From an optimization exercise on the open Yosys and OpenROAD flow, aimed at small area and a short achievable clock period; shortcuts taken in it are not production practice. For this run, only the layout was checked, not whether the RTL still works. Power and IR drop assume default switching activity.

### design.v
module uart_circle_area (
  input         clock,
  input         reset,
  input         rx_i,
  output [7:0]  rx_data,
  output [31:0] area_o,
  output reg    rx_data_valid,
  output reg    rx_error
);
  localparam IDLE = 4'd0, CHECK_STOP = 4'd9, ERROR = 4'd10;
  reg [3:0]  state;
  reg [7:0]  shift;
  reg [17:0] area_q;
  wire       in_data = (state >= 4'd1) && (state <= 4'd8);
  wire [17:0] f;
  always @(posedge clock) begin
    if (reset) begin
      state <= IDLE;
      shift <= 8'd0;
      rx_data_valid <= 1'b0;
      rx_error <= 1'b0;
    end else begin
      rx_error <= (state == ERROR);
      case (state)
        IDLE:       if (!rx_i) state <= 4'd1;
        CHECK_STOP: begin state <= rx_i ? IDLE : ERROR; rx_data_valid <= rx_i; end
        ERROR:      begin if (rx_i) state <= IDLE; rx_data_valid <= 1'b0; end
        default:    begin state <= state + 4'd1; shift <= {rx_i, shift[7:1]}; rx_data_valid <= 1'b0; end
      endcase
    end
  end
  always @(posedge clock) area_q <= f;
  assign rx_data = shift;
  assign area_o  = {14'd0, area_q & {18{rx_data_valid}}};
  fcomb u_f(.r(shift), .a(f));
endmodule
module fcomb(r, a);
  input [7:0] r;
  wire [7:0] r;
  output [17:0] a;
  wire [17:0] a;
  wire _0_;
  wire _100_;
  wire _101_;
  wire _102_;
  wire _103_;
  wire _104_;
  wire _105_;
  wire _106_;
  wire _107_;
  wire _108_;
  wire _109_;
  wire _10_;
  wire _110_;
  wire _111_;
  wire _112_;
  wire _113_;
  wire _114_;
  wire _115_;
  wire _116_;
  wire _117_;
  wire _118_;
  wire _119_;
  wire _11_;
  wire _120_;
  wire _121_;
  wire _122_;
  wire _123_;
  wire _124_;
  wire _125_;
  wire _126_;
  wire _127_;
  wire _128_;
  wire _129_;
  wire _12_;
  wire _130_;
  wire _131_;
  wire _132_;
  wire _133_;
  wire _134_;
  wire _135_;
  wire _136_;
  wire _137_;
  wire _138_;
  wire _139_;
  wire _13_;
  wire _140_;
  wire _141_;
  wire _142_;
  wire _143_;
  wire _144_;
  wire _145_;
  wire _146_;
  wire _147_;
  wire _148_;
  wire _149_;
  wire _14_;
  wire _150_;
  wire _151_;
  wire _152_;
  wire _153_;
  wire _154_;
  wire _155_;
  wire _156_;
  wire _157_;
  wire _158_;
  wire _159_;
  wire _15_;
  wire _160_;
  wire _161_;
  wire _162_;
  wire _163_;
  wire _164_;
  wire _165_;
  wire _166_;
  wire _167_;
  wire _168_;
  wire _169_;
  wire _16_;
  wire _170_;
  wire _171_;
  wire _172_;
  wire _173_;
  wire _174_;
  wire _175_;
  wire _176_;
  wire _177_;
  wire _178_;
  wire _179_;
  wire _17_;
  wire _180_;
  wire _181_;
  wire _182_;
  wire _183_;
  wire _184_;
  wire _185_;
  wire _186_;
  wire _187_;
  wire _188_;
  wire _189_;
  wire _18_;
  wire _190_;
  wire _191_;
  wire _192_;
  wire _193_;
  wire _194_;
  wire _195_;
  wire _196_;
  wire _197_;
  wire _198_;
  wire _199_;
  wire _19_;
  wire _1_;
  wire _200_;
  wire _201_;
  wire _202_;
  wire _203_;
  wire _204_;
  wire _205_;
  wire _206_;
  wire _207_;
  wire _208_;
  wire _209_;
  wire _20_;
  wire _210_;
  wire _211_;
  wire _212_;
  wire _213_;
  wire _214_;
  wire _215_;
  wire _216_;
  wire _217_;
  wire _218_;
  wire _219_;
  wire _21_;
  wire _220_;
  wire _221_;
  wire _222_;
  wire _223_;
  wire _224_;
  wire _225_;
  wire _226_;
  wire _227_;
  wire _228_;
  wire _229_;
  wire _22_;
  wire _230_;
  wire _231_;
  wire _232_;
  wire _233_;
  wire _234_;
  wire _235_;
  wire _236_;
  wire _237_;
  wire _238_;
  wire _239_;
  wire _23_;
  wire _240_;
  wire _241_;
  wire _242_;
  wire _243_;
  wire _244_;
  wire _245_;
  wire _246_;
  wire _247_;
  wire _248_;
  wire _249_;
  wire _24_;
  wire _250_;
  wire _251_;
  wire _252_;
  wire _253_;
  wire _254_;
  wire _255_;
  wire _256_;
  wire _257_;
  wire _258_;
  wire _259_;
  wire _25_;
  wire _260_;
  wire _261_;
  wire _262_;
  wire _263_;
  wire _264_;
  wire _265_;
  wire _266_;
  wire _267_;
  wire _268_;
  wire _269_;
  wire _26_;
  wire _270_;
  wire _271_;
  wire _272_;
  wire _273_;
  wire _274_;
  wire _275_;
  wire _276_;
  wire _277_;
  wire _278_;
  wire _279_;
  wire _27_;
  wire _280_;
  wire _281_;
  wire _282_;
  wire _283_;
  wire _284_;
  wire _285_;
  wire _286_;
  wire _287_;
  wire _288_;
  wire _289_;
  wire _28_;
  wire _290_;
  wire _291_;
  wire _292_;
  wire _293_;
  wire _294_;
  wire _295_;
  wire _296_;
  wire _297_;
  wire _298_;
  wire _299_;
  wire _29_;
  wire _2_;
  wire _300_;
  wire _301_;
  wire _302_;
  wire _303_;
  wire _304_;
  wire _305_;
  wire _306_;
  wire _307_;
  wire _308_;
  wire _309_;
  wire _30_;
  wire _310_;
  wire _311_;
  wire _312_;
  wire _313_;
  wire _314_;
  wire _315_;
  wire _316_;
  wire _317_;
  wire _318_;
  wire _319_;
  wire _31_;
  wire _320_;
  wire _321_;
  wire _322_;
  wire _323_;
  wire _324_;
  wire _325_;
  wire _326_;
  wire _327_;
  wire _328_;
  wire _329_;
  wire _32_;
  wire _330_;
  wire _331_;
  wire _332_;
  wire _333_;
  wire _334_;
  wire _335_;
  wire _336_;
  wire _337_;
  wire _338_;
  wire _339_;
  wire _33_;
  wire _340_;
  wire _341_;
  wire _342_;
  wire _343_;
  wire _344_;
  wire _345_;
  wire _346_;
  wire _347_;
  wire _348_;
  wire _349_;
  wire _34_;
  wire _350_;
  wire _351_;
  wire _352_;
  wire _353_;
  wire _354_;
  wire _355_;
  wire _356_;
  wire _357_;
  wire _358_;
  wire _359_;
  wire _35_;
  wire _360_;
  wire _361_;
  wire _362_;
  wire _363_;
  wire _364_;
  wire _365_;
  wire _366_;
  wire _367_;
  wire _368_;
  wire _369_;
  wire _36_;
  wire _370_;
  wire _371_;
  wire _372_;
  wire _373_;
  wire _374_;
  wire _375_;
  wire _376_;
  wire _377_;
  wire _378_;
  wire _379_;
  wire _37_;
  wire _380_;
  wire _381_;
  wire _382_;
  wire _383_;
  wire _384_;
  wire _385_;
  wire _386_;
  wire _387_;
  wire _388_;
  wire _389_;
  wire _38_;
  wire _390_;
  wire _391_;
  wire _392_;
  wire _393_;
  wire _394_;
  wire _395_;
  wire _396_;
  wire _397_;
  wire _398_;
  wire _399_;
  wire _39_;
  wire _3_;
  wire _400_;
  wire _401_;
  wire _402_;
  wire _403_;
  wire _404_;
  wire _405_;
  wire _406_;
  wire _407_;
  wire _408_;
  wire _409_;
  wire _40_;
  wire _410_;
  wire _411_;
  wire _412_;
  wire _413_;
  wire _414_;
  wire _415_;
  wire _416_;
  wire _417_;
  wire _418_;
  wire _419_;
  wire _41_;
  wire _420_;
  wire _421_;
  wire _422_;
  wire _423_;
  wire _424_;
  wire _425_;
  wire _426_;
  wire _427_;
  wire _428_;
  wire _429_;
  wire _42_;
  wire _430_;
  wire _431_;
  wire _432_;
  wire _433_;
  wire _434_;
  wire _435_;
  wire _436_;
  wire _437_;
  wire _438_;
  wire _439_;
  wire _43_;
  wire _440_;
  wire _441_;
  wire _442_;
  wire _443_;
  wire _444_;
  wire _445_;
  wire _446_;
  wire _447_;
  wire _448_;
  wire _449_;
  wire _44_;
  wire _450_;
  wire _451_;
  wire _452_;
  wire _453_;
  wire _454_;
  wire _455_;
  wire _456_;
  wire _457_;
  wire _458_;
  wire _459_;
  wire _45_;
  wire _460_;
  wire _461_;
  wire _462_;
  wire _463_;
  wire _464_;
  wire _465_;
  wire _466_;
  wire _467_;
  wire _468_;
  wire _469_;
  wire _46_;
  wire _470_;
  wire _471_;
  wire _472_;
  wire _473_;
  wire _474_;
  wire _475_;
  wire _476_;
  wire _477_;
  wire _478_;
  wire _479_;
  wire _47_;
  wire _480_;
  wire _481_;
  wire _482_;
  wire _483_;
  wire _484_;
  wire _485_;
  wire _486_;
  wire _487_;
  wire _488_;
  wire _489_;
  wire _48_;
  wire _490_;
  wire _491_;
  wire _492_;
  wire _493_;
  wire _494_;
  wire _495_;
  wire _496_;
  wire _497_;
  wire _498_;
  wire _499_;
  wire _49_;
  wire _4_;
  wire _500_;
  wire _501_;
  wire _502_;
  wire _503_;
  wire _504_;
  wire _505_;
  wire _506_;
  wire _507_;
  wire _508_;
  wire _509_;
  wire _50_;
  wire _510_;
  wire _511_;
  wire _512_;
  wire _513_;
  wire _514_;
  wire _515_;
  wire _516_;
  wire _517_;
  wire _518_;
  wire _519_;
  wire _51_;
  wire _520_;
  wire _521_;
  wire _522_;
  wire _523_;
  wire _524_;
  wire _525_;
  wire _526_;
  wire _527_;
  wire _528_;
  wire _529_;
  wire _52_;
  wire _530_;
  wire _531_;
  wire _532_;
  wire _533_;
  wire _534_;
  wire _535_;
  wire _536_;
  wire _537_;
  wire _538_;
  wire _539_;
  wire _53_;
  wire _540_;
  wire _541_;
  wire _542_;
  wire _543_;
  wire _544_;
  wire _545_;
  wire _546_;
  wire _547_;
  wire _548_;
  wire _549_;
  wire _54_;
  wire _550_;
  wire _551_;
  wire _552_;
  wire _553_;
  wire _554_;
  wire _555_;
  wire _556_;
  wire _557_;
  wire _558_;
  wire _559_;
  wire _55_;
  wire _560_;
  wire _561_;
  wire _562_;
  wire _563_;
  wire _564_;
  wire _565_;
  wire _566_;
  wire _567_;
  wire _568_;
  wire _569_;
  wire _56_;
  wire _570_;
  wire _571_;
  wire _572_;
  wire _573_;
  wire _574_;
  wire _575_;
  wire _576_;
  wire _577_;
  wire _578_;
  wire _579_;
  wire _57_;
  wire _580_;
  wire _581_;
  wire _582_;
  wire _583_;
  wire _584_;
  wire _585_;
  wire _586_;
  wire _587_;
  wire _588_;
  wire _589_;
  wire _58_;
  wire _590_;
  wire _591_;
  wire _592_;
  wire _593_;
  wire _594_;
  wire _595_;
  wire _596_;
  wire _597_;
  wire _598_;
  wire _599_;
  wire _59_;
  wire _5_;
  wire _600_;
  wire _601_;
  wire _602_;
  wire _603_;
  wire _604_;
  wire _605_;
  wire _606_;
  wire _607_;
  wire _608_;
  wire _609_;
  wire _60_;
  wire _610_;
  wire _611_;
  wire _612_;
  wire _613_;
  wire _614_;
  wire _615_;
  wire _616_;
  wire _617_;
  wire _618_;
  wire _619_;
  wire _61_;
  wire _620_;
  wire _621_;
  wire _622_;
  wire _623_;
  wire _624_;
  wire _625_;
  wire _626_;
  wire _627_;
  wire _628_;
  wire _629_;
  wire _62_;
  wire _630_;
  wire _631_;
  wire _632_;
  wire _633_;
  wire _634_;
  wire _635_;
  wire _636_;
  wire _637_;
  wire _638_;
  wire _639_;
  wire _63_;
  wire _640_;
  wire _641_;
  wire _642_;
  wire _643_;
  wire _644_;
  wire _645_;
  wire _646_;
  wire _647_;
  wire _648_;
  wire _649_;
  wire _64_;
  wire _650_;
  wire _651_;
  wire _652_;
  wire _653_;
  wire _65_;
  wire _66_;
  wire _67_;
  wire _68_;
  wire _69_;
  wire _6_;
  wire _70_;
  wire _71_;
  wire _72_;
  wire _73_;
  wire _74_;
  wire _75_;
  wire _76_;
  wire _77_;
  wire _78_;
  wire _79_;
  wire _7_;
  wire _80_;
  wire _81_;
  wire _82_;
  wire _83_;
  wire _84_;
  wire _85_;
  wire _86_;
  wire _87_;
  wire _88_;
  wire _89_;
  wire _8_;
  wire _90_;
  wire _91_;
  wire _92_;
  wire _93_;
  wire _94_;
  wire _95_;
  wire _96_;
  wire _97_;
  wire _98_;
  wire _99_;
  wire _9_;
  assign _289_ = ~((_292_ & _291_) | _290_);
  assign _288_ = ~((_623_ | _342_) & _409_);
  assign _287_ = _562_ & ~(_604_);
  assign _286_ = _299_ | ~(_287_);
  assign _285_ = ~(_488_ & _445_);
  assign _284_ = _603_ & _285_;
  assign _283_ = ~((_617_ | _581_) & _621_);
  assign _282_ = ~((_497_ & _284_) | _283_);
  assign _281_ = _288_ & _282_;
  assign _280_ = ~((_295_ & _289_) | (_286_ & _281_));
  assign a[8] = r[7] ? _280_ : _300_;
  assign _279_ = _570_ & _502_;
  assign _278_ = _390_ & ~(_307_);
  assign _277_ = ~(_606_ | _581_);
  assign _276_ = ~((_602_ | _294_) & (_279_ | _561_));
  assign _275_ = ~((_292_ & _276_) | _277_);
  assign _274_ = ~((_619_ | _278_) & _275_);
  assign _273_ = _621_ & ~(_274_);
  assign _272_ = ~(_586_ & _517_);
  assign _271_ = ~((_372_ & _272_) | _561_);
  assign _270_ = ~((_607_ & _531_) | _581_);
  assign _269_ = _270_ & ~(_411_);
  assign _268_ = ~((_619_ | _299_) & r[6]);
  assign _267_ = _269_ | _268_;
  assign _266_ = _271_ | _267_;
  assign _265_ = ~((_495_ | _266_) & r[7]);
  assign _264_ = ~(_493_ & _435_);
  assign _263_ = ~((_493_ & _435_) | _399_);
  assign _262_ = ~(_517_ & _407_);
  assign _261_ = ~((_530_ & _262_) | _581_);
  assign _260_ = _586_ | _493_;
  assign _259_ = _585_ & ~(_493_);
  assign _258_ = ~((_605_ & _418_) | _619_);
  assign _257_ = ~((_624_ | _623_) & (_614_ | _507_));
  assign _256_ = ~((_259_ & _258_) | (_257_ & _603_));
  assign _255_ = ~((_561_ | _263_) & _256_);
  assign _254_ = ~((_261_ | _255_) & _328_);
  assign _253_ = r[2] ? _444_ : r[0];
  assign _252_ = ~(_607_ & _406_);
  assign _251_ = ~((_515_ & _252_) | _619_);
  assign _250_ = _608_ | ~(_600_);
  assign _249_ = ~((_624_ & _492_) | (_336_ & r[3]));
  assign _248_ = r[0] | _521_;
  assign _247_ = ~(_531_ & _248_);
  assign _246_ = ~((_603_ & _491_) | (_247_ & _562_));
  assign _245_ = ~((_581_ | _249_) & _246_);
  assign _244_ = ~((_251_ | _245_) & _593_);
  assign _243_ = _254_ & _244_;
  assign a[7] = ~((_273_ | _265_) & _243_);
  assign _242_ = ~(_582_ & _259_);
  assign _241_ = ~(_516_ & _408_);
  assign _240_ = ~((_618_ & _493_) | _561_);
  assign _239_ = ~((_241_ & _240_) | r[6]);
  assign _238_ = ~((_386_ | _242_) & _239_);
  assign _237_ = _482_ & _250_;
  assign _236_ = _584_ & _431_;
  assign _235_ = ~(r[3] & _512_);
  assign _234_ = ~(_603_ & _235_);
  assign _233_ = ~((_619_ | _237_) & (_236_ | _234_));
  assign _232_ = _562_ & _447_;
  assign _231_ = _604_ & _418_;
  assign _230_ = _602_ | _492_;
  assign _229_ = r[4] & _507_;
  assign _228_ = ~((_519_ & _317_) | _619_);
  assign _227_ = ~((_535_ | _444_) & _582_);
  assign _226_ = r[6] & ~(_228_);
  assign _225_ = ~((_231_ | _230_) & (_227_ | _371_));
  assign _224_ = ~((_264_ & _232_) | _225_);
  assign _223_ = ~((_238_ | _233_) & r[7]);
  assign _222_ = ~((_226_ & _224_) | _223_);
  assign _221_ = _607_ & _586_;
  assign _220_ = ~(_613_ & _221_);
  assign _219_ = ~((_376_ & _262_) | (_220_ & _474_));
  assign _218_ = ~((_623_ & _614_) | (_607_ & _550_));
  assign _217_ = ~((_553_ & _218_) | _619_);
  assign _216_ = _615_ & ~(_386_);
  assign _215_ = ~((_622_ | _219_) & (_216_ | _561_));
  assign _214_ = _217_ | _215_;
  assign _213_ = ~((_535_ | _444_) & _627_);
  assign _212_ = r[5] | _608_;
  assign _211_ = ~((r[3] & _490_) | _212_);
  assign _210_ = ~((_423_ | _213_) & (_211_ | _620_));
  assign _209_ = ~(_623_ & _293_);
  assign _208_ = r[2] & _531_;
  assign _207_ = _221_ | _208_;
  assign _206_ = ~((_579_ & _209_) | (_207_ & _582_));
  assign _205_ = ~(_210_ & _206_);
  assign _204_ = ~((_593_ & _214_) | (_205_ & _328_));
  assign a[6] = _222_ | ~(_204_);
  assign _203_ = ~((r[3] | _393_) & _562_);
  assign _202_ = r[1] ? _489_ : _607_;
  assign _201_ = ~(_623_ & _202_);
  assign _200_ = ~(_617_ & _376_);
  assign _199_ = r[5] & ~(_200_);
  assign _198_ = ~((_607_ & _533_) | (_431_ & _260_));
  assign _197_ = ~((_623_ | _445_) & _397_);
  assign _196_ = ~((_620_ & _198_) | r[6]);
  assign _195_ = ~((_201_ & _199_) | (_197_ & _603_));
  assign _194_ = ~((_373_ | _203_) & _195_);
  assign _193_ = _196_ & ~(_194_);
  assign _192_ = ~(_607_ & _523_);
  assign _191_ = r[3] & _192_;
  assign _190_ = r[3] ? _192_ : _444_;
  assign _189_ = _620_ & _190_;
  assign _188_ = _623_ ? _490_ : _512_;
  assign _187_ = _624_ & _562_;
  assign _186_ = _535_ & _187_;
  assign _185_ = ~((_582_ & _188_) | (_186_ & _519_));
  assign _184_ = ~(_404_ & _185_);
  assign _183_ = ~((_189_ | _184_) & r[7]);
  assign _182_ = ~((_609_ & _492_) | r[4]);
  assign _181_ = _353_ & _182_;
  assign _180_ = r[3] ? _445_ : _614_;
  assign _179_ = r[0] ? _508_ : _616_;
  assign _178_ = ~((_627_ | _179_) & r[5]);
  assign _177_ = ~((_561_ | _180_) & _178_);
  assign _176_ = _607_ & _582_;
  assign _175_ = ~((_582_ & _309_) | (_176_ & _407_));
  assign _174_ = ~((_181_ | _177_) & _175_);
  assign _173_ = ~((_584_ & _569_) | (_431_ & r[3]));
  assign _172_ = ~((_373_ | _333_) & _582_);
  assign _171_ = r[3] ? _433_ : _489_;
  assign _170_ = ~(_402_ & _171_);
  assign _169_ = ~(_586_ & _518_);
  assign _168_ = _562_ & ~(_516_);
  assign _167_ = r[4] & ~(_516_);
  assign _166_ = ~((_620_ & _170_) | (_169_ & _168_));
  assign _165_ = _172_ & _166_;
  assign _164_ = ~((_602_ | _173_) & _165_);
  assign _163_ = ~((_593_ & _174_) | (_164_ & _328_));
  assign a[5] = ~((_193_ | _183_) & _163_);
  assign _162_ = _515_ | ~(_418_);
  assign _161_ = _582_ & ~(_319_);
  assign _160_ = ~(r[3] & _393_);
  assign _159_ = _603_ & ~(_411_);
  assign _158_ = ~((_520_ & _480_) | _236_);
  assign _157_ = ~((_607_ & _550_) | _522_);
  assign _156_ = ~((_561_ | _157_) & r[6]);
  assign _155_ = ~((_160_ & _159_) | _156_);
  assign _154_ = ~((_162_ & _161_) | (_158_ & _620_));
  assign _153_ = _155_ & _154_;
  assign _152_ = ~((_418_ & _352_) | (_248_ & _604_));
  assign _151_ = _607_ & _260_;
  assign _150_ = ~((r[3] & _248_) | _151_);
  assign _149_ = _627_ ? _150_ : _152_;
  assign _148_ = ~((_584_ & _435_) | (_433_ & _520_));
  assign _147_ = _507_ & ~(_451_);
  assign _146_ = ~((_623_ & _512_) | (_433_ & _516_));
  assign _145_ = ~((_581_ | _148_) & (_146_ | _602_));
  assign _144_ = _621_ & ~(_145_);
  assign _143_ = ~((r[5] | _149_) & _144_);
  assign _142_ = ~(r[7] & _143_);
  assign _141_ = ~((_522_ | _253_) & _623_);
  assign _140_ = ~((_513_ & _448_) | r[4]);
  assign _139_ = _402_ & _248_;
  assign _138_ = ~((_141_ & _140_) | (_139_ & r[4]));
  assign _137_ = _622_ & _138_;
  assign _136_ = ~(_536_ & _444_);
  assign _135_ = ~(_553_ & _136_);
  assign _134_ = ~((_523_ & _448_) | _135_);
  assign _133_ = ~((_516_ & _480_) | _319_);
  assign _132_ = ~((_581_ | _134_) & (_133_ | _602_));
  assign _131_ = _137_ | _132_;
  assign _130_ = ~(_549_ & _431_);
  assign _129_ = ~((_517_ & _508_) | _627_);
  assign _128_ = ~((_618_ & _549_) | r[4]);
  assign _127_ = r[0] ? _507_ : _535_;
  assign _126_ = ~((_130_ & _129_) | (_128_ & _127_));
  assign _125_ = _622_ & _126_;
  assign _124_ = ~((_521_ & _299_) | (_248_ & _604_));
  assign _123_ = ~((_520_ & _433_) | _407_);
  assign _122_ = _602_ | _600_;
  assign _121_ = ~((_581_ | _124_) & (_123_ | _122_));
  assign _120_ = _125_ | _121_;
  assign _119_ = ~((_593_ & _131_) | (_120_ & _328_));
  assign a[4] = ~((_153_ | _142_) & _119_);
  assign _118_ = ~((_488_ & _445_) | (_392_ & _623_));
  assign _117_ = ~((r[5] | _118_) & _627_);
  assign _116_ = ~(_452_ & _248_);
  assign _115_ = ~((_493_ & _433_) | _561_);
  assign _114_ = ~((_520_ & _435_) | _622_);
  assign _113_ = ~((_116_ & _115_) | (_114_ & _272_));
  assign _112_ = _613_ & _446_;
  assign _111_ = _581_ | _406_;
  assign _110_ = ~((_112_ | _111_) & r[6]);
  assign _109_ = ~((_117_ & _113_) | _110_);
  assign _108_ = r[3] ? _392_ : _430_;
  assign _107_ = _623_ ? _294_ : _609_;
  assign _106_ = _582_ & _107_;
  assign _105_ = _440_ & ~(_571_);
  assign _104_ = ~((_534_ & _433_) | _561_);
  assign _103_ = ~((_607_ & _520_) | _555_);
  assign _102_ = ~((_426_ & _104_) | (_103_ & r[5]));
  assign _101_ = _102_ & ~(_106_);
  assign _100_ = ~((_619_ | _108_) & _101_);
  assign _99_ = ~((r[6] | _100_) & r[7]);
  assign _98_ = ~((_488_ & _435_) | _203_);
  assign _97_ = _623_ & ~(_521_);
  assign _96_ = ~((_452_ & _248_) | _600_);
  assign _95_ = _96_ & ~(_97_);
  assign _94_ = _498_ & ~(_221_);
  assign _93_ = ~((r[0] | _519_) & _94_);
  assign _92_ = ~((r[0] | _508_) & _603_);
  assign _91_ = ~((_558_ | _92_) & r[6]);
  assign _90_ = ~((_620_ & _93_) | _91_);
  assign _89_ = ~((_581_ | _95_) & _90_);
  assign _88_ = ~(_600_ & _523_);
  assign _87_ = ~((_160_ & _88_) | _627_);
  assign _86_ = ~((_492_ & _489_) | _315_);
  assign _85_ = r[5] | _86_;
  assign _84_ = ~((_531_ | _492_) & _603_);
  assign _83_ = ~((_624_ & _507_) | _581_);
  assign _82_ = _83_ & ~(_551_);
  assign _81_ = _621_ & _84_;
  assign _80_ = ~((_87_ | _85_) & _81_);
  assign _79_ = ~((_98_ | _89_) & (_82_ | _80_));
  assign a[3] = ~((_109_ | _99_) & (_79_ | r[7]));
  assign _78_ = ~((r[0] | _521_) & (_444_ | r[2]));
  assign _77_ = ~((_502_ & _464_) | (_78_ & r[3]));
  assign _76_ = ~((_524_ & _516_) | _411_);
  assign _75_ = ~((_627_ | _76_) & r[5]);
  assign _74_ = ~((_147_ & _105_) | (_77_ & _627_));
  assign _73_ = ~(_75_ & _74_);
  assign _72_ = r[1] ? r[0] : r[3];
  assign _71_ = _582_ & _72_;
  assign _70_ = ~((_613_ & _71_) | r[6]);
  assign _69_ = _623_ & _78_;
  assign _68_ = ~(_608_ | _424_);
  assign _67_ = ~((_69_ | _68_) & _620_);
  assign _66_ = ~((_626_ & _531_) | (_431_ & _260_));
  assign _65_ = ~((_602_ | _66_) & r[6]);
  assign _64_ = ~((r[3] & _502_) | _406_);
  assign _63_ = ~((_618_ & _352_) | (_192_ & r[3]));
  assign _62_ = ~((_561_ | _64_) & (_63_ | _581_));
  assign _61_ = ~(_65_ | _62_);
  assign _60_ = ~((_73_ & _70_) | (_67_ & _61_));
  assign _59_ = r[7] & ~(_60_);
  assign _58_ = _569_ & _534_;
  assign _57_ = _69_ | _58_;
  assign _56_ = ~((_520_ & _433_) | (_432_ & _492_));
  assign _55_ = ~_56_;
  assign _54_ = _627_ ? _55_ : _57_;
  assign _53_ = ~(_486_ & _367_);
  assign _52_ = ~(_603_ & _53_);
  assign _51_ = ~((_599_ | _445_) & _176_);
  assign _50_ = ~(_593_ & _51_);
  assign _49_ = ~((_622_ & _54_) | _50_);
  assign _48_ = ~((_584_ & _435_) | (_434_ & r[3]));
  assign _47_ = ~(_423_ | _135_);
  assign _46_ = ~((r[1] | _613_) & _407_);
  assign _45_ = ~(_620_ & _46_);
  assign _44_ = ~(_562_ & _444_);
  assign _43_ = _520_ | _44_;
  assign _42_ = ~((_487_ | _45_) & (_43_ | _97_));
  assign _41_ = ~((_581_ | _48_) & (_47_ | _602_));
  assign _40_ = ~(_42_ | _41_);
  assign _39_ = ~((_52_ & _49_) | (_40_ & _328_));
  assign a[2] = _39_ & ~(_59_);
  assign _38_ = r[3] & _293_;
  assign _37_ = ~((r[0] & _520_) | (_431_ & _623_));
  assign _36_ = ~((_570_ | _221_) & _603_);
  assign _35_ = ~((_582_ & _399_) | (_176_ & _501_));
  assign _34_ = ~((_203_ | _38_) & _36_);
  assign _33_ = r[6] & _35_;
  assign _32_ = ~((_619_ | _37_) & _33_);
  assign _31_ = ~(_34_ | _32_);
  assign _30_ = _600_ | _558_;
  assign _29_ = ~((_112_ | _30_) & _603_);
  assign _28_ = _520_ & _517_;
  assign _27_ = ~(_498_ & _229_);
  assign _26_ = ~((_407_ | _200_) & (_28_ | _27_));
  assign _25_ = ~(_520_ & _176_);
  assign _24_ = ~((_383_ & _97_) | r[6]);
  assign _23_ = _25_ & _24_;
  assign _22_ = ~((r[5] | _26_) & _23_);
  assign _21_ = _22_ | ~(_29_);
  assign _20_ = ~(r[7] & _21_);
  assign _19_ = ~((_487_ | _411_) & _603_);
  assign _18_ = ~((_618_ & _584_) | (_516_ & _408_));
  assign _17_ = ~((_581_ | _18_) & _19_);
  assign _16_ = ~((_623_ & _431_) | _458_);
  assign _15_ = ~((r[1] | _517_) & _488_);
  assign _14_ = _441_ & _15_;
  assign _13_ = ~((_561_ | _16_) & (_14_ | _619_));
  assign _12_ = _17_ | _13_;
  assign _11_ = ~((_408_ & _167_) | (_128_ & _292_));
  assign _10_ = ~((_279_ | _221_) & _620_);
  assign _9_ = ~((_605_ | _518_) & _562_);
  assign _8_ = _10_ & _9_;
  assign _7_ = ~((_622_ | _11_) & _8_);
  assign _6_ = ~((_593_ & _12_) | (_7_ & _328_));
  assign a[1] = ~((_31_ | _20_) & _6_);
  assign _5_ = ~(r[4] & _94_);
  assign _4_ = ~((_618_ & _452_) | _5_);
  assign _3_ = ~((_410_ | _401_) & r[5]);
  assign _2_ = r[3] ? r[0] : r[1];
  assign _1_ = ~((_522_ | _2_) & _627_);
  assign _0_ = ~(r[4] & _136_);
  assign _653_ = ~((_351_ | _1_) & (_0_ | _550_));
  assign _628_ = ~((_4_ | _3_) & (_653_ | r[5]));
  assign _629_ = ~((_606_ | _513_) & (_192_ | r[3]));
  assign _630_ = _493_ | ~(_285_);
  assign _631_ = ~((_623_ & _518_) | (_513_ & _448_));
  assign _632_ = _561_ | _388_;
  assign _633_ = ~((_581_ | _631_) & (_632_ | _523_));
  assign _634_ = ~((_603_ & _629_) | (_630_ & _620_));
  assign _635_ = _633_ | ~(_634_);
  assign _636_ = r[6] & ~(_635_);
  assign _637_ = ~((r[6] | _628_) & r[7]);
  assign _638_ = r[4] | _58_;
  assign _639_ = ~((_428_ | _231_) & (_638_ | _325_));
  assign _640_ = _191_ | _151_;
  assign _641_ = _582_ & _402_;
  assign _642_ = ~((_603_ & _640_) | (_641_ & _441_));
  assign _643_ = ~((r[5] | _639_) & _642_);
  assign _644_ = ~((_279_ | _69_) & _582_);
  assign _645_ = ~((r[0] | _519_) & (_192_ | r[3]));
  assign _646_ = ~(_585_ & _400_);
  assign _647_ = ~(_571_ & _524_);
  assign _648_ = ~((_493_ & _431_) | _561_);
  assign _649_ = ~((_620_ & _645_) | (_647_ & _648_));
  assign _650_ = _644_ & _649_;
  assign _651_ = ~((_602_ | _646_) & _650_);
  assign _652_ = ~((_593_ & _643_) | (_651_ & _328_));
  assign a[0] = ~((_636_ | _637_) & _652_);
  assign a[17] = r[7] & _610_;
  assign _627_ = ~r[4];
  assign _626_ = ~r[2];
  assign _625_ = ~r[1];
  assign _624_ = ~r[0];
  assign _623_ = ~r[3];
  assign _622_ = ~r[5];
  assign _621_ = ~r[6];
  assign _620_ = ~(r[4] | r[5]);
  assign _619_ = r[4] | r[5];
  assign _618_ = r[1] | r[0];
  assign _617_ = ~(r[2] & r[3]);
  assign _616_ = r[2] & r[1];
  assign _615_ = ~_616_;
  assign _614_ = r[2] & r[0];
  assign _613_ = ~(r[2] & r[0]);
  assign _612_ = _618_ & ~(_617_);
  assign _611_ = _619_ | _612_;
  assign _610_ = r[6] & _611_;
  assign _609_ = ~(r[1] & r[0]);
  assign _608_ = ~(r[2] | r[1]);
  assign _607_ = r[2] | r[0];
  assign _606_ = ~(r[1] & r[3]);
  assign _605_ = r[3] & ~(_608_);
  assign _604_ = ~((_626_ & _609_) | _623_);
  assign _603_ = r[4] & r[5];
  assign _602_ = ~(r[4] & r[5]);
  assign _601_ = ~(_604_ & _603_);
  assign _600_ = ~(r[0] | r[3]);
  assign _599_ = ~(r[2] | r[3]);
  assign _598_ = r[2] | r[3];
  assign _597_ = ~(_608_ & _600_);
  assign _596_ = ~(r[4] & _597_);
  assign _595_ = ~(_622_ & _596_);
  assign _594_ = ~((r[6] | _595_) & r[7]);
  assign a[16] = ~((_610_ & _601_) | _594_);
  assign _593_ = r[6] & ~(r[7]);
  assign _592_ = r[4] | r[3];
  assign _591_ = ~(r[5] & _592_);
  assign _590_ = ~(r[0] & _616_);
  assign _589_ = _590_ & ~(_592_);
  assign _588_ = _622_ | _589_;
  assign _587_ = _588_ | ~(_593_);
  assign _586_ = ~(r[1] | r[3]);
  assign _585_ = r[1] | r[3];
  assign _584_ = ~((r[2] & r[1]) | r[3]);
  assign _583_ = ~(_613_ & _584_);
  assign _582_ = r[5] & ~(r[4]);
  assign _581_ = r[4] | ~(r[5]);
  assign _580_ = ~(_627_ & _583_);
  assign _579_ = _603_ & ~(_604_);
  assign _578_ = _579_ | ~(_610_);
  assign _577_ = ~((_583_ & _582_) | _578_);
  assign _576_ = ~((_603_ & _597_) | r[6]);
  assign _575_ = ~(_595_ & _576_);
  assign _574_ = ~(r[7] & _575_);
  assign a[15] = ~((_577_ | _574_) & _587_);
  assign _573_ = r[1] & ~(_617_);
  assign _572_ = r[4] & _573_;
  assign _571_ = r[0] & r[3];
  assign _570_ = r[3] & _618_;
  assign _569_ = r[1] | _607_;
  assign _568_ = r[3] & _569_;
  assign _567_ = _627_ & ~(_568_);
  assign _566_ = _622_ & _567_;
  assign _565_ = ~((_588_ | _572_) & _593_);
  assign _564_ = r[5] & ~(_604_);
  assign _563_ = ~(_580_ & _564_);
  assign _562_ = r[4] & ~(r[5]);
  assign _561_ = r[5] | ~(r[4]);
  assign _560_ = ~(_610_ & _563_);
  assign _559_ = ~((_568_ & _562_) | _560_);
  assign _558_ = _623_ & _608_;
  assign _557_ = ~((r[4] & _597_) | (_582_ & _558_));
  assign _556_ = ~((r[6] | _557_) & r[7]);
  assign a[14] = ~((_566_ | _565_) & (_559_ | _556_));
  assign _555_ = ~(r[4] & _598_);
  assign _554_ = r[6] | ~(r[5]);
  assign _553_ = ~(_609_ & _599_);
  assign _552_ = ~(r[4] & _553_);
  assign _551_ = r[3] & ~(r[2]);
  assign _550_ = r[3] & ~(r[1]);
  assign _549_ = r[3] & ~(_616_);
  assign _548_ = ~(_573_ | _552_);
  assign _547_ = r[5] | _567_;
  assign _546_ = ~((r[4] & _568_) | _547_);
  assign _545_ = ~((_588_ | _548_) & r[6]);
  assign _544_ = ~((_555_ | _554_) & (_546_ | _545_));
  assign _543_ = ~(_605_ | _596_);
  assign _542_ = _543_ & ~(_571_);
  assign _541_ = ~((_605_ | _558_) & r[5]);
  assign _540_ = _602_ & _541_;
  assign _539_ = ~(_622_ & _592_);
  assign _538_ = ~((_542_ | _540_) & (_539_ | _543_));
  assign _537_ = ~((_613_ & _584_) | _604_);
  assign _536_ = r[2] & ~(r[3]);
  assign _535_ = r[3] | ~(r[2]);
  assign _534_ = r[3] & _613_;
  assign _533_ = _613_ & _549_;
  assign _532_ = ~((_611_ | _584_) & (_581_ | _537_));
  assign _531_ = r[3] & _609_;
  assign _530_ = ~(r[3] & _590_);
  assign _529_ = ~(_590_ & _568_);
  assign _528_ = _562_ & _553_;
  assign _527_ = ~((_583_ & _579_) | (_529_ & _528_));
  assign _526_ = _532_ | ~(_527_);
  assign _525_ = r[6] ? _526_ : _538_;
  assign a[13] = r[7] ? _525_ : _544_;
  assign _524_ = ~(_616_ | _608_);
  assign _523_ = ~(r[2] ^ r[1]);
  assign _522_ = r[1] & ~(r[2]);
  assign _521_ = r[1] | ~(r[2]);
  assign _520_ = r[3] & _521_;
  assign _519_ = ~(r[3] & _523_);
  assign _518_ = r[0] & ~(r[2]);
  assign _517_ = r[2] | ~(r[0]);
  assign _516_ = r[3] & _517_;
  assign _515_ = _522_ | ~(_516_);
  assign _514_ = r[5] ? _515_ : _519_;
  assign _513_ = ~(r[2] ^ r[0]);
  assign _512_ = ~(_625_ & _513_);
  assign _511_ = _625_ ? _513_ : r[2];
  assign _510_ = ~(_623_ & _511_);
  assign _509_ = ~(_514_ & _510_);
  assign _508_ = r[1] & ~(r[3]);
  assign _507_ = r[3] | ~(r[1]);
  assign _506_ = r[3] | _609_;
  assign _505_ = ~(r[2] | r[5]);
  assign _504_ = ~((r[5] & _524_) | (_506_ & _505_));
  assign _503_ = _627_ ? _504_ : _509_;
  assign _502_ = ~(r[0] & _522_);
  assign _501_ = _623_ & _521_;
  assign _500_ = ~((r[0] & _522_) | (_507_ & _598_));
  assign _499_ = ~(_502_ & _501_);
  assign _498_ = ~(_623_ & _614_);
  assign _497_ = _499_ & _498_;
  assign _496_ = _615_ & _604_;
  assign _495_ = ~((_613_ & _496_) | _602_);
  assign _494_ = _497_ & _495_;
  assign _493_ = ~((r[2] & r[0]) | r[3]);
  assign _492_ = _623_ & ~(_608_);
  assign _491_ = _523_ | ~(_493_);
  assign _490_ = r[2] & ~(r[0]);
  assign _489_ = r[0] | ~(r[2]);
  assign _488_ = r[3] & _489_;
  assign _487_ = r[3] & _513_;
  assign _486_ = _519_ & ~(_487_);
  assign _485_ = ~((_491_ & _486_) | _581_);
  assign _484_ = r[0] & ~(r[1]);
  assign _483_ = r[1] | ~(r[0]);
  assign _482_ = ~((_523_ | _484_) & r[3]);
  assign _481_ = _620_ & _482_;
  assign _480_ = ~(r[1] & _489_);
  assign _479_ = ~((_516_ & _480_) | _500_);
  assign _478_ = ~((_561_ | _479_) & r[6]);
  assign _477_ = ~((_499_ & _481_) | _478_);
  assign _476_ = _485_ | ~(_477_);
  assign _475_ = ~((r[6] | _503_) & (_494_ | _476_));
  assign _474_ = r[4] & ~(_549_);
  assign _473_ = ~((r[4] | _612_) & (_552_ | _549_));
  assign _472_ = _588_ | ~(_473_);
  assign _471_ = ~((_547_ | _542_) & r[6]);
  assign _470_ = _471_ | ~(_472_);
  assign _469_ = r[4] & _535_;
  assign _468_ = ~(_530_ & _469_);
  assign _467_ = ~((_580_ & _468_) | _554_);
  assign _466_ = ~(r[7] | _467_);
  assign a[12] = ~((r[7] & _475_) | (_470_ & _466_));
  assign _465_ = _592_ ? _511_ : r[2];
  assign _464_ = ~((r[2] & _609_) | r[3]);
  assign _463_ = ~(_502_ & _464_);
  assign _462_ = ~(_482_ & _463_);
  assign _461_ = ~((_500_ | _496_) & _603_);
  assign _460_ = ~((_581_ | _462_) & _461_);
  assign _459_ = ~((_622_ & _465_) | _460_);
  assign _458_ = _605_ & _590_;
  assign _457_ = _555_ | _458_;
  assign _456_ = _612_ | _580_;
  assign _455_ = r[5] & _457_;
  assign _454_ = ~((_605_ & _562_) | (_456_ & _455_));
  assign _453_ = _621_ ? _454_ : _459_;
  assign _452_ = r[3] & _480_;
  assign _451_ = _623_ & ~(_513_);
  assign _450_ = ~((_524_ & _451_) | _452_);
  assign _449_ = _627_ & ~(_450_);
  assign _448_ = r[3] & _483_;
  assign _447_ = ~(_551_ & _483_);
  assign _446_ = ~(_606_ & _447_);
  assign _445_ = r[1] ^ r[0];
  assign _444_ = ~(r[1] ^ r[0]);
  assign _443_ = ~(_623_ & _444_);
  assign _442_ = ~(r[5] & _443_);
  assign _441_ = ~(_493_ & _444_);
  assign _440_ = _562_ & ~(_550_);
  assign _439_ = ~((_441_ & _440_) | _582_);
  assign _438_ = ~((_446_ | _442_) & _439_);
  assign _437_ = ~((_625_ & _582_) | r[6]);
  assign _436_ = ~((_449_ | _438_) & _437_);
  assign _435_ = ~(_626_ & _444_);
  assign _434_ = r[1] & ~(r[0]);
  assign _433_ = r[0] | ~(r[1]);
  assign _432_ = ~(r[2] & _434_);
  assign _431_ = ~(_626_ & _445_);
  assign _430_ = r[2] ? _433_ : _445_;
  assign _429_ = r[3] & _430_;
  assign _428_ = ~((r[0] | _535_) & r[4]);
  assign _427_ = _428_ | ~(_443_);
  assign _426_ = ~(_584_ & _445_);
  assign _425_ = ~(_626_ & _434_);
  assign _424_ = ~((r[1] | _613_) & r[3]);
  assign _423_ = _425_ & ~(_424_);
  assign _422_ = _426_ & ~(_423_);
  assign _421_ = ~((_429_ | _427_) & (_422_ | r[4]));
  assign _420_ = ~((_615_ & _513_) | r[3]);
  assign _419_ = _582_ & _420_;
  assign _418_ = ~(r[2] & _444_);
  assign _417_ = _431_ & _418_;
  assign _416_ = ~((_591_ | _417_) & r[6]);
  assign _415_ = _419_ | _416_;
  assign _414_ = ~((_622_ & _421_) | _415_);
  assign _413_ = ~(r[7] & _436_);
  assign a[11] = ~((r[7] | _453_) & (_414_ | _413_));
  assign _412_ = ~(r[3] & _417_);
  assign _411_ = ~((_598_ & _507_) | _513_);
  assign _410_ = r[4] | _411_;
  assign _409_ = _620_ & ~(_411_);
  assign _408_ = ~(r[2] & _445_);
  assign _407_ = _623_ & ~(_522_);
  assign _406_ = ~((_585_ & _535_) | (_445_ & r[2]));
  assign _405_ = ~((_446_ | _406_) & _582_);
  assign _404_ = ~((r[1] & _603_) | _621_);
  assign _403_ = ~(_405_ & _404_);
  assign _402_ = ~(_626_ & _571_);
  assign _401_ = _607_ & ~(_424_);
  assign _400_ = ~(_624_ & _521_);
  assign _399_ = _400_ & ~(_424_);
  assign _398_ = _399_ & ~(_522_);
  assign _397_ = ~(_501_ & _425_);
  assign _396_ = ~((_614_ | _397_) & _562_);
  assign _395_ = _398_ | _396_;
  assign _394_ = ~((_412_ & _409_) | _403_);
  assign _393_ = _626_ ? _444_ : _484_;
  assign _392_ = _626_ ? _445_ : _483_;
  assign _391_ = ~(_623_ & _393_);
  assign _390_ = ~(_516_ & _432_);
  assign _389_ = _620_ & _390_;
  assign _388_ = _600_ | _571_;
  assign _387_ = ~((_623_ & _616_) | _388_);
  assign _386_ = _624_ & _605_;
  assign _385_ = ~((_624_ | r[3]) & _603_);
  assign _384_ = _386_ | _385_;
  assign _383_ = r[0] & _582_;
  assign _382_ = _621_ & ~(_383_);
  assign _381_ = ~((_561_ | _387_) & _382_);
  assign _380_ = ~((_391_ & _389_) | _381_);
  assign _379_ = ~((_395_ & _394_) | (_384_ & _380_));
  assign _378_ = ~((_448_ & _425_) | _627_);
  assign _377_ = ~(_443_ & _378_);
  assign _376_ = ~((r[3] & _444_) | r[4]);
  assign _375_ = ~((_507_ & _376_) | r[5]);
  assign _374_ = ~(_377_ & _375_);
  assign _373_ = ~((r[2] & _433_) | _623_);
  assign _372_ = ~(_534_ & _425_);
  assign _371_ = _425_ & _373_;
  assign _370_ = ~((r[3] | _430_) & _603_);
  assign _369_ = ~((_371_ | _370_) & r[6]);
  assign _368_ = _492_ & _445_;
  assign _367_ = ~(_492_ & _445_);
  assign _366_ = ~((_423_ | _368_) & _582_);
  assign _365_ = _366_ & ~(_369_);
  assign _364_ = ~(_583_ & _511_);
  assign _363_ = _582_ & _364_;
  assign _362_ = _528_ & ~(_605_);
  assign _361_ = ~((_464_ | _452_) & _603_);
  assign _360_ = _363_ | _362_;
  assign _359_ = _361_ & ~(_360_);
  assign _358_ = ~((_374_ & _365_) | (_359_ & _621_));
  assign a[10] = r[7] ? _379_ : _358_;
  assign _357_ = ~((r[3] | _480_) & _481_);
  assign _356_ = _590_ & _562_;
  assign _355_ = ~((_603_ & _364_) | (_356_ & _492_));
  assign _354_ = ~((_357_ & _355_) | r[6]);
  assign _353_ = ~(_534_ & _435_);
  assign _352_ = _623_ & _517_;
  assign _351_ = _623_ & _513_;
  assign _350_ = ~(_623_ & _513_);
  assign _349_ = ~((_353_ & _350_) | _581_);
  assign _348_ = ~((_524_ & _451_) | _550_);
  assign _347_ = _562_ & _372_;
  assign _346_ = ~((r[0] | _602_) & r[6]);
  assign _345_ = ~((_426_ & _347_) | _346_);
  assign _344_ = ~((_619_ | _348_) & _345_);
  assign _343_ = ~((_349_ | _344_) & r[7]);
  assign _342_ = r[2] ? _445_ : r[1];
  assign _341_ = _492_ & _418_;
  assign _340_ = _618_ & _531_;
  assign _339_ = ~(_618_ & _531_);
  assign _338_ = ~((_341_ | _340_) & _603_);
  assign _337_ = _600_ | ~(_390_);
  assign _336_ = ~(r[2] ^ _484_);
  assign _335_ = ~((_617_ | _433_) & _582_);
  assign _334_ = _517_ & _483_;
  assign _333_ = _492_ & _334_;
  assign _332_ = _619_ | _571_;
  assign _331_ = ~((_336_ | _335_) & (_333_ | _332_));
  assign _330_ = ~((_562_ & _337_) | _331_);
  assign _329_ = ~(_338_ & _330_);
  assign _328_ = ~(r[6] | r[7]);
  assign _327_ = ~(_562_ & _462_);
  assign _326_ = ~((_371_ | _341_) & _603_);
  assign _325_ = _418_ & _407_;
  assign _324_ = ~((_418_ & _407_) | _581_);
  assign _323_ = ~((_620_ & _612_) | (_339_ & _324_));
  assign _322_ = _326_ & _323_;
  assign _321_ = ~(_327_ & _322_);
  assign _320_ = ~((_593_ & _329_) | (_328_ & _321_));
  assign a[9] = ~((_354_ | _343_) & _320_);
  assign _319_ = ~((_483_ & _400_) | r[3]);
  assign _318_ = ~((_429_ | _319_) & _582_);
  assign _317_ = ~(_432_ & _352_);
  assign _316_ = _571_ | ~(_317_);
  assign _315_ = r[4] | _551_;
  assign _314_ = ~((_517_ & _480_) | r[3]);
  assign _313_ = ~((_627_ | _533_) & (_315_ | _314_));
  assign _312_ = ~((r[5] | _313_) & r[6]);
  assign _311_ = ~((_603_ & _316_) | _312_);
  assign _310_ = ~((_420_ | _340_) & _603_);
  assign _309_ = _516_ & _483_;
  assign _308_ = ~((_451_ | _309_) & _582_);
  assign _307_ = _492_ & _444_;
  assign _306_ = ~(_570_ & _524_);
  assign _305_ = ~(_562_ & _306_);
  assign _304_ = _620_ & ~(_523_);
  assign _303_ = ~((_448_ & _304_) | r[6]);
  assign _302_ = ~((_307_ | _305_) & _303_);
  assign _301_ = _308_ & ~(_302_);
  assign _300_ = ~((_318_ & _311_) | (_310_ & _301_));
  assign _299_ = _623_ & _480_;
  assign _298_ = _458_ | _299_;
  assign _297_ = _623_ ? _392_ : r[0];
  assign _296_ = _622_ ? _297_ : _298_;
  assign _295_ = ~(_627_ & _296_);
  assign _294_ = _626_ ? _433_ : _445_;
  assign _293_ = _626_ ? _434_ : _444_;
  assign _292_ = ~(_623_ & _294_);
  assign _291_ = ~((_520_ & _431_) | _561_);
  assign _290_ = ~(r[6] & _601_);
endmodule
### run.sh
#!/bin/bash
# synth_recipe.tcl (not shown) runs the flow's synth.tcl, then flattens the netlist and writes it again
# the make line also repeats each setting of config.mk as NAME=value (left out here)
make -C /OpenROAD-flow-scripts/flow DESIGN_CONFIG=/design/flow/config.mk WORK_HOME=/design/flow/orfs CLKGATE_MAP_FILE= SYNTH_SCRIPT=/design/flow/synth_recipe.tcl finish
### config.mk
export PLATFORM = sky130hd
export DESIGN_NAME = uart_circle_area
export DESIGN_NICKNAME = uart_circle_area
export VERILOG_FILES = /design/flow/design.v
export SDC_FILE = /design/flow/constraint.sdc
export NUM_CORES = 4
export LEC_CHECK = 0
export ABC_AREA = 1
export CAP_MARGIN = 20
export CORE_MARGIN = 2
export CORE_UTILIZATION = 40
export SLEW_MARGIN = 20
### constraint.sdc
create_clock -name core_clock -period 24.0 [get_ports {clock}]
set_input_delay 4.8000 -clock core_clock [delete_from_list [all_inputs] [get_ports {clock}]]
set_output_delay 4.8000 -clock core_clock [all_outputs]
set_load 0.01 [all_outputs]
==> flow_summary.json <==
{
  "fin_crit_ns": 6.91,
  "holdPathStages": 2,
  "ctsHoldBuffers": 0,
  "core_area_um2": 12500,
  "synth_fa_ha_area_share_pct": 8.50,
  "start_kind": "register",
  "ys_top_cells_by_area": "nand2_1, dfxtp_1, nand3_1",
  "worstSetupPathType": "register to primary output",
  "rows": 41,
  "syn_avg_cell_area_um2": 5.29,
  "yosys.area_share.simple_pct": 44.2,
  "async_flop_share_pct": 0,
  "holdPathEnd": "state[2]",
  "hold_start": "state[2]",
  "reg2reg_from": "shift[2]",
  "r2r_slack_ns": 19.74,
  "reg2reg_depth": 10,
  "place_hpwl_um": 20400,
  "detail-route-antenna-nets": 0,
  "clk_pin_slew_worst_paths_ns": 0.06,
  "overflow": 0,
  "cts_tree": "done",
  "wl_per_cell_um": 25.8,
  "die_y_um": 117,
  "cts_resized": 0,
  "num-fill-cells": 1441,
  "worstPathCellList": "clkdlybuf4s50_1",
  "die_x_um": 117,
  "critPathArrivalTime_ns": 2.11,
  "end_kind": "primary output",
  "io_buffer_count": 30,
  "cts_buffers": 5,
  "grt_max_degree": 57,
  "synth_compound_area_share_pct": 20.4,
  "hold_violations": 0,
  "finClkSkew_ns": 0.0126,
  "finalPower_w": 0.000671,
  "first_pass_iters": 9,
  "htree_levels": 2,
  "worstMarginPinSlew_ns": 1.17,
  "cts-root-buf": "clkbuf_16",
  "final-max-slew-violation-count": 0,
  "ys_warn_count": 1,
  "status": "no timing/DRC/antenna violations",
  "drt-total-wl_um": 29200,
  "io_pins": 45,
  "max_cap_violations": 0,
  "grt_pass1_vias": 6578,
  "cp_num_buf_inv": 1,
  "areaGrowthSynthToFinish_pct": 8.85,
  "routabilityCongestion": 1.08,
  "grt_pass1_wl_um": 42400,
  "cts_buffer_depth": 2,
  "ys_types": 33,
  "die_area_um2": 13600,
  "viasPerCell": 6.52,
  "rsz0062_at_grt": "false",
  "path_max_fanout": 24,
  "initial_utilization_pct": 40.7,
  "syn_area_um2": 5090,
  "ys_seq_elements": 32,
  "clk_latency_ns": 0.31,
  "power_density_nw_per_um2": 121,
  "synth_commonest_cells": "nand2_1, nand3_1, nor2_1",
  "synth-xor-area-share_pct": 0.344,
  "synthMuxAreaShare_pct": 0,
  "drcViolationCount": 0,
  "fin_nets": 996,
  "timing.final.crit_share_pct": 28.8,
  "p_leak_nw": 2.77,
  "tns_ns": 0,
  "yosysMostFrequentCell": "nand2_1",
  "postSynthCellCount": 962,
  "finalSetupViolations": 0,
  "layout_setup_ws_ns": 17.09,
  "slew-limit-headroom_pct": 21.8,
  "antenna_found_initial": 0,
  "hold_ws_ns": 0.570,
  "pre_cts_ws_ns": 17.53,
  "hold_path.class": "register to register",
  "cts_sinks": 32,
  "slowest_stage": "dfxtp_1",
  "yosysTopAreaCell": "nand2_1",
  "synth_top_family_by_area": "simple AND/OR/NAND/NOR gates",
  "grtUsageTotal_pct": 43.1,
  "r2r-end": "area_q[9]",
  "critical-path-top-delay-family": "flip-flops",
  "drt-initial-drc-count": 1688,
  "diodes": 0,
  "post_cts_buffers": 0,
  "slowest_delay_ns": 1.10,
  "synth-edff-count": 0,
  "worst-path-stages": 1,
  "ys.flop_type": "dfxtp_1",
  "critPathRequiredTime_ns": 19.20,
  "drive_gt1_share_pct": 3.65,
  "ys_seq_area_share_pct": 12.6,
  "via_count": 7383,
  "ir_worst_vdd_mv": 0.0751,
  "synth_top_area_share_pct": 21.8,
  "max_freq_mhz": 145
}
[logic make-up after synthesis]
| group | after synthesis |
|---|---|
| and+or+nand+nor | 540 |
| AOI/OAI and AO/OA | 193 |
| buffers and inverters | 160 |
| adders and majority gates | 34 |
| DFF | 32 |
| xor gates and xnor gates | 2 |
| other | 1 |
[sequential cells by signal, summed over array words and instances, names as in the netlist]
name	flops
area_q	18
shift	8
state	4
rx_data_valid	1
rx_error	1
[per-layer routing]
layer | wire (um) | track usage [%]
met1 | 10300 | 53.8
met2 | 11400 | 60.5
met3 | 4700 | 16.9
met4 | 2810 | 30.0
met5 | 0 | 0
[worst register-to-register path, cell delays in order (launching register included)]
cell	delay (ns)
dfxtp_1	1.04
inv_1	0.42
buf_4	0.35
ha_1	0.27
inv_1	0.29
ha_1	0.30
inv_1	0.23
nor3_1	0.41
o31ai_1	0.12
o21ai_1	0.45
nand3_1	0.21
[where the power goes]
part,switching (W),internal (W),total [W]
Clock,0.0000310,0.0000387,0.0000697
Combinational,0.000383,0.000128,0.000511
Sequential,0.0000198,0.0000707,0.0000905
[cells in the final DEF, fill, tap and decap left out]
master,count
nand2_1,296
nand3_1,120
nor2_1,91
inv_1,85
o21ai_0,67
a21oi_1,62
ha_1,33
o21ai_1,32
dfxtp_1,31
clkdlybuf4s50_1,30
o211ai_1,18
nand4_1,14
conb_1,14
inv_2,11
nor3_1,11
buf_4,9
clkbuf_16,5
a31oi_1,4
nand2_2,2
clkinv_1,2
o31ai_1,2
xor2_1,2
o21a_1,2
o22ai_1,2
nand3b_1,2
clkinvlp_4,2
nor2_4,1
o21bai_1,1
a21oi_2,1
a21boi_1,1
nor2_2,1
o2111ai_1,1
nand3_2,1
nor4_1,1
fa_1,1
clkinv_4,1
dfxtp_2,1
[area by class of cell]
type	count	area, um2	share of cell area (%)
clock inverters	3	23.8	0.429
flip-flops and latches	32	642	11.6
well taps	172	215	3.88
inverters	98	368	6.64
multi-input cells	783	3800	68.6
clock buffers	5	125	2.26
repair buffers	39	368	6.64
[stage by stage]
step	area (um2)	cells	util (%)
2_1_floorplan	5140	975	-
3_3_place_gp	5390	1124	43.1
3_5_place_dp	5390	1124	43.1
4_1_cts	5540	1132	44.3
5_1_grt	5540	1132	44.3
6_report	5540	1132	44.3
[worst max-delay path by stage]
| stage | from | endpoint | slack (ns) |
|---|---|---|---|
| CTS | shift[4] | rx_data[4] | 17.21 |
| global placement | shift[4] | rx_data[4] | 17.55 |
| detailed placement | shift[4] | rx_data[4] | 17.53 |
| finish | shift[4] | rx_data[4] | 17.09 |
| global route | shift[4] | rx_data[4] | 17.12 |
| floorplan | rx_data_valid | area_o[10] | 18.12 |

==> what the ideal ports hide <==
The flow's constraints put no driver on any port. The routed layout listed below was extracted and timed again, unchanged, in two steps.
Step 1 sets driving cells, clkbuf_16 on the clock port and buf_2 on the other inputs (assumed; they add their load-dependent delay and slew).
Step 2 adds t to the input delays and takes it off the output delays; t is the mean of the earliest and latest rising clock arrival at the registers after step 1. Input paths then give back, and output paths get back, about the clock's delay inside the block.
Slacks: no drivers / after step 1 / after step 2; pairs: no drivers / after step 1.
shift t [ns]: 0.343
setup slack, ns: 17.094 / 17.052 / 17.395
cell pins on the clock port's net: 1
After both steps this run still meets setup and hold. For this run, drivers alone change the setup slack by -0.042 ns; drivers and shift together by +0.301 ns.
